What follows belongs to an exercise in optimizing a design on an open flow for small area; a production flow would make more cautious choices.
Function was checked by simulation only, so behaviour that the tests miss may differ from the original.

==> 02-10: inputs <==
// hsv_rgb_pwm
module hsv_rgb_pwm(
    input clk,
    input reset,
    input [8:0] Hue,
    input [8:0] Saturation,
    input [8:0] Value,
    output [7:0] R,
    output [7:0] G,
    output [7:0] B,
    output [2:0] rgb_led_tri_o
    );
clock: 70.0 ns
lec_check: 0
abc_area: 1
cap_margin: 20
core_margin: 2
core_utilization: 60
slew_margin: 20
standard.sh (not shown) runs the stock make flow with config.mk's settings and CLKGATE_MAP_FILE= SYNTH_SCRIPT=/design/flow/synth_recipe.tcl, a recipe that flattens the netlist after the stock synthesis.
==> flow/flow/run.sh <==
#!/bin/bash
# Own flow: the standard synthesis, then a cleanup of the adder logic
# (polar.py: full adders used inverted where that saves inverters; resynth.sh:
# the logic between adder cells and flip-flops re-mapped by ABC for area),
# then the standard layout with small port buffers.
# Each tool's output goes to a log file of its own in the work folder.
set -euo pipefail
W=$(pwd)
F=$W/flow
R=$W/orfs/results/${FLOW_PLATFORM:-sky130hd}/hsv_rgb_pwm/base
export LIB=$FLOW_HOME/platforms/sky130hd/lib/sky130_fd_sc_hd__tt_025C_1v80.lib
export CFG=$FLOW_HOME/platforms/sky130hd/config.mk
bash standard.sh synth > $W/log_synth.txt 2>&1
cp $R/1_2_yosys.v $W/netlist_standard.v
python3 $F/polar.py $W/netlist_standard.v $W/netlist_polar.v > $W/log_polar.txt 2>&1
mkdir -p $W/resynth
TMPD=$W/resynth bash $F/resynth.sh $W/netlist_polar.v $W/netlist_resynth.v $F/area.abc > $W/log_resynth.txt 2>&1
cp $W/resynth/rs.log $W/log_resynth_yosys.txt
cp $W/netlist_resynth.v $R/1_2_yosys.v
rm -f $R/1_synth.odb $R/1_synth.sdc
bash standard.sh finish "BUFFER_PORTS_ARGS=-buffer_cell sky130_fd_sc_hd__buf_1" \
  "CTS_ARGS=-sink_clustering_enable -sink_clustering_size 40 -sink_clustering_max_diameter 400 -repair_clock_nets -buf_list sky130_fd_sc_hd__clkbuf_16 -dont_use_dummy_load" \
  > $W/log_layout.txt 2>&1
Other scripts of this flow, unchanged in this note and not shown: flow/flow/area.abc, flow/flow/models.py, flow/flow/polar.py, flow/flow/resynth.sh
==> 03-19 (differences from 02-10) <==
--- a/flow/flow/run.sh
+++ b/flow/flow/run.sh
@@ -21,3 +21,3 @@
 bash standard.sh finish "BUFFER_PORTS_ARGS=-buffer_cell sky130_fd_sc_hd__buf_1" \
-  "CTS_ARGS=-sink_clustering_enable -sink_clustering_size 40 -sink_clustering_max_diameter 400 -repair_clock_nets -buf_list sky130_fd_sc_hd__clkbuf_16 -dont_use_dummy_load" \
+  "CTS_ARGS=-sink_clustering_enable -repair_clock_nets -buf_list sky130_fd_sc_hd__clkbuf_8 -dont_use_dummy_load" \
   > $W/log_layout.txt 2>&1
--- a/flow/config.mk
+++ b/flow/config.mk
@@ -10,3 +10,3 @@
 export CORE_MARGIN = 2
-export CORE_UTILIZATION = 60
+export CORE_UTILIZATION = 50
 export SLEW_MARGIN = 20
==> impl_metrics.json <==
{
  "max_freq_mhz": 25.9,
  "rows": 36,
  "tap_cells": 133,
  "fin_nets": 995,
  "reg2reg_from": "hsv_to_rgb_0.B[6]",
  "status": "complete, no violations",
  "die_w_um": 105,
  "grtUsageMet2": 0.515,
  "final_cells": 979,
  "gp_congestion": 0.930,
  "critPathRequiredTime_ns": 70.18,
  "n_fill_cell": 852,
  "tightest_slew_ns": 0.878,
  "r2r_slack_ns": 65.53,
  "seq_share": 0.108,
  "grt_pass1_vias": 5810
}
-- figures above: 02-10

==> impl_metrics.json <==
{
  "max_freq_mhz": 25.8,
  "grt_pass1_vias": 5702,
  "final_cells": 992,
  "reg2reg_from": "hsv_to_rgb_0.B[4]",
  "clockBufferDepth": 2,
  "status": "complete, no violations",
  "fin_nets": 994,
  "tap_cells": 147,
  "n_fill_cell": 1230,
  "critPathRequiredTime_ns": 70.20,
  "r2r_slack_ns": 65.42,
  "gp_congestion": 0.906,
  "tightest_slew_ns": 0.968
}
-- figures above: 03-19


* * *

==> build 2: inputs <==
Another version of the RTL of hsv_rgb_pwm (not shown whole).
export LEC_CHECK = 0
export ABC_AREA = 1
export CAP_MARGIN = 20
export CORE_MARGIN = 2
export CORE_UTILIZATION = 50
export GPL_TIMING_DRIVEN = 0
export SLEW_MARGIN = 20
create_clock -name core_clock -period 70.0 [get_ports {clk}]
==> flow/flow/run.sh <==
#!/bin/bash
# Own flow: the standard synthesis, then a cleanup of the adder logic
# (polar.py: full adders used inverted where that saves inverters; resynth.sh:
# the logic between adder cells and flip-flops re-mapped by ABC for area;
# best.sh tries a few settings of both and keeps the smallest netlist),
# then the standard layout with small port buffers and a plain clock tree
# of clkbuf_4 cells (no dummy loads).
# Each tool's output goes to a log file of its own in the work folder.
set -euo pipefail
W=$(pwd)
F=$W/flow
R=$W/orfs/results/${FLOW_PLATFORM:-sky130hd}/hsv_rgb_pwm/base
export LIB=$FLOW_HOME/platforms/sky130hd/lib/sky130_fd_sc_hd__tt_025C_1v80.lib
export CFG=$FLOW_HOME/platforms/sky130hd/config.mk
bash standard.sh synth > $W/log_synth.txt 2>&1
cp $R/1_2_yosys.v $W/netlist_standard.v
NJ=${NUM_CORES:-4} bash $F/best.sh $W/netlist_standard.v $W/netlist_resynth.v $W/resynth > $W/log_resynth.txt 2>&1
cp $W/netlist_resynth.v $R/1_2_yosys.v
rm -f $R/1_synth.odb $R/1_synth.sdc
bash standard.sh finish "BUFFER_PORTS_ARGS=-buffer_cell sky130_fd_sc_hd__buf_1" \
  "CTS_ARGS=-sink_clustering_enable -repair_clock_nets -buf_list sky130_fd_sc_hd__clkbuf_4 -dont_use_dummy_load" \
  > $W/log_layout.txt 2>&1
Other scripts of this flow, unchanged in this note and not shown: flow/flow/area.abc, flow/flow/area2.abc, flow/flow/best.sh, flow/flow/deep.abc, flow/flow/models.py, flow/flow/polar.py, flow/flow/resynth.sh
==> build 68 (differences from build 2) <==
--- a/flow/flow/run.sh
+++ b/flow/flow/run.sh
@@ -5,4 +5,3 @@
 # best.sh tries a few settings of both and keeps the smallest netlist),
-# then the standard layout with small port buffers and a plain clock tree
-# of clkbuf_4 cells (no dummy loads).
+# then the standard layout with small port buffers and a plain clock tree.
 # Each tool's output goes to a log file of its own in the work folder.
==> build 28 (differences from build 2) <==
--- a/flow/flow/run.sh
+++ b/flow/flow/run.sh
@@ -5,4 +5,3 @@
 # best.sh tries a few settings of both and keeps the smallest netlist),
-# then the standard layout with small port buffers and a plain clock tree
-# of clkbuf_4 cells (no dummy loads).
+# then the standard layout with small port buffers and a plain clock tree.
 # Each tool's output goes to a log file of its own in the work folder.
@@ -20,3 +19,3 @@
 bash standard.sh finish "BUFFER_PORTS_ARGS=-buffer_cell sky130_fd_sc_hd__buf_1" \
-  "CTS_ARGS=-sink_clustering_enable -repair_clock_nets -buf_list sky130_fd_sc_hd__clkbuf_4 -dont_use_dummy_load" \
+  "CTS_ARGS=-sink_clustering_enable -repair_clock_nets -buf_list sky130_fd_sc_hd__clkbuf_8 -dont_use_dummy_load" \
   > $W/log_layout.txt 2>&1
==> notes.md <==
Final design instance area without fill: build 28 6160 sq um; build 2 6130 sq um; build 68 6130 sq um
Total routing usage reported by global routing: build 28 0.240; build 2 0.240; build 68 0.240
Post-route clock period utilization: build 28 0.646; build 2 0.644; build 68 0.644
Clk_skew: build 28 0.00526 ns; build 2 0.0111 ns; build 68 0.0111 ns
DR pass1 iterations: build 28 6; build 2 5; build 68 5
WP data arrival: build 28 45.40 ns; build 2 45.36 ns; build 68 45.36 ns
Vias after detailed routing: build 28 4,908; build 2 4,925; build 68 4,925
Register share of the cell area: build 28 0.107; build 2 0.108; build 68 0.108
Root Buffer Master: build 28 clkbuf_8; build 2 clkbuf_4; build 68 clkbuf_4
Clk latency of the worst-skew pair: build 28 0.28 ns; build 2 0.34 ns; build 68 0.34 ns
Number of global-route vias before repair: build 28 4,979; build 2 4,968; build 68 4,968
Area share of buffers outside the clock network: build 28 0.0311; build 2 0.0312; build 68 0.0312
Global-route wire length before repair: build 28 23.8 mm; build 2 23.8 mm; build 68 23.8 mm
Wire length reported by the detailed router: build 28 14.0 mm; build 2 14.0 mm; build 68 14.0 mm
Post-layout minimum cycle time: build 28 45.21 ns; build 2 45.11 ns; build 68 45.11 ns
Filler instances: build 28 1,105; build 2 1,110; build 68 1,110
Met3 routed WL: build 28 648 um; build 2 674 um; build 68 674 um
Clock buffer and inverter area fraction after layout: build 28 0.0112; build 2 0.00612; build 68 0.00612
Highest clock frequency the design can meet: build 28 22.1 MHz; build 2 22.2 MHz; build 68 22.2 MHz
Detail Route met2 WL: build 28 7.10 mm; build 2 7.14 mm; build 68 7.14 mm
Status: build 28 finished clean; build 2 finished clean; build 68 finished clean
Initial DRC Count: build 28 441; build 2 387; build 68 387

[re-timing with driven ports]
How much do the figures lean on ideal ports? The routed layouts below were timed once more, with nothing changed but the port constraints.
Step 1, drivers: a clkbuf_16 drives clk and a buf_2 each remaining input, both assumed.
Step 2 times the ports against the registers' clock, not the clock port: input delays grow and output delays shrink by t, the midpoint of the rising clock arrivals with the driver on.
a / b / c = no drivers / after step 1 / after step 2; a / b = the first two.
| run | t (ns) | setup slack, ns | worst data-port slew with drivers (ns) |
|---|---|---|---|
| 02-10 | 0.298 | 31.397 / 31.397 / 31.098 | 0.03 |
| 03-19 | 0.323 | 31.262 / 31.268 / 30.945 | 0.03 |
| build 2 | 0.359 | 24.889 / 24.887 / 24.528 | 0.03 |
| build 68 | 0.359 | 24.889 / 24.887 / 24.528 | 0.03 |
| build 28 | 0.312 | 24.785 / 24.789 / 24.476 | 0.03 |
After both steps every run listed still meets setup and hold.
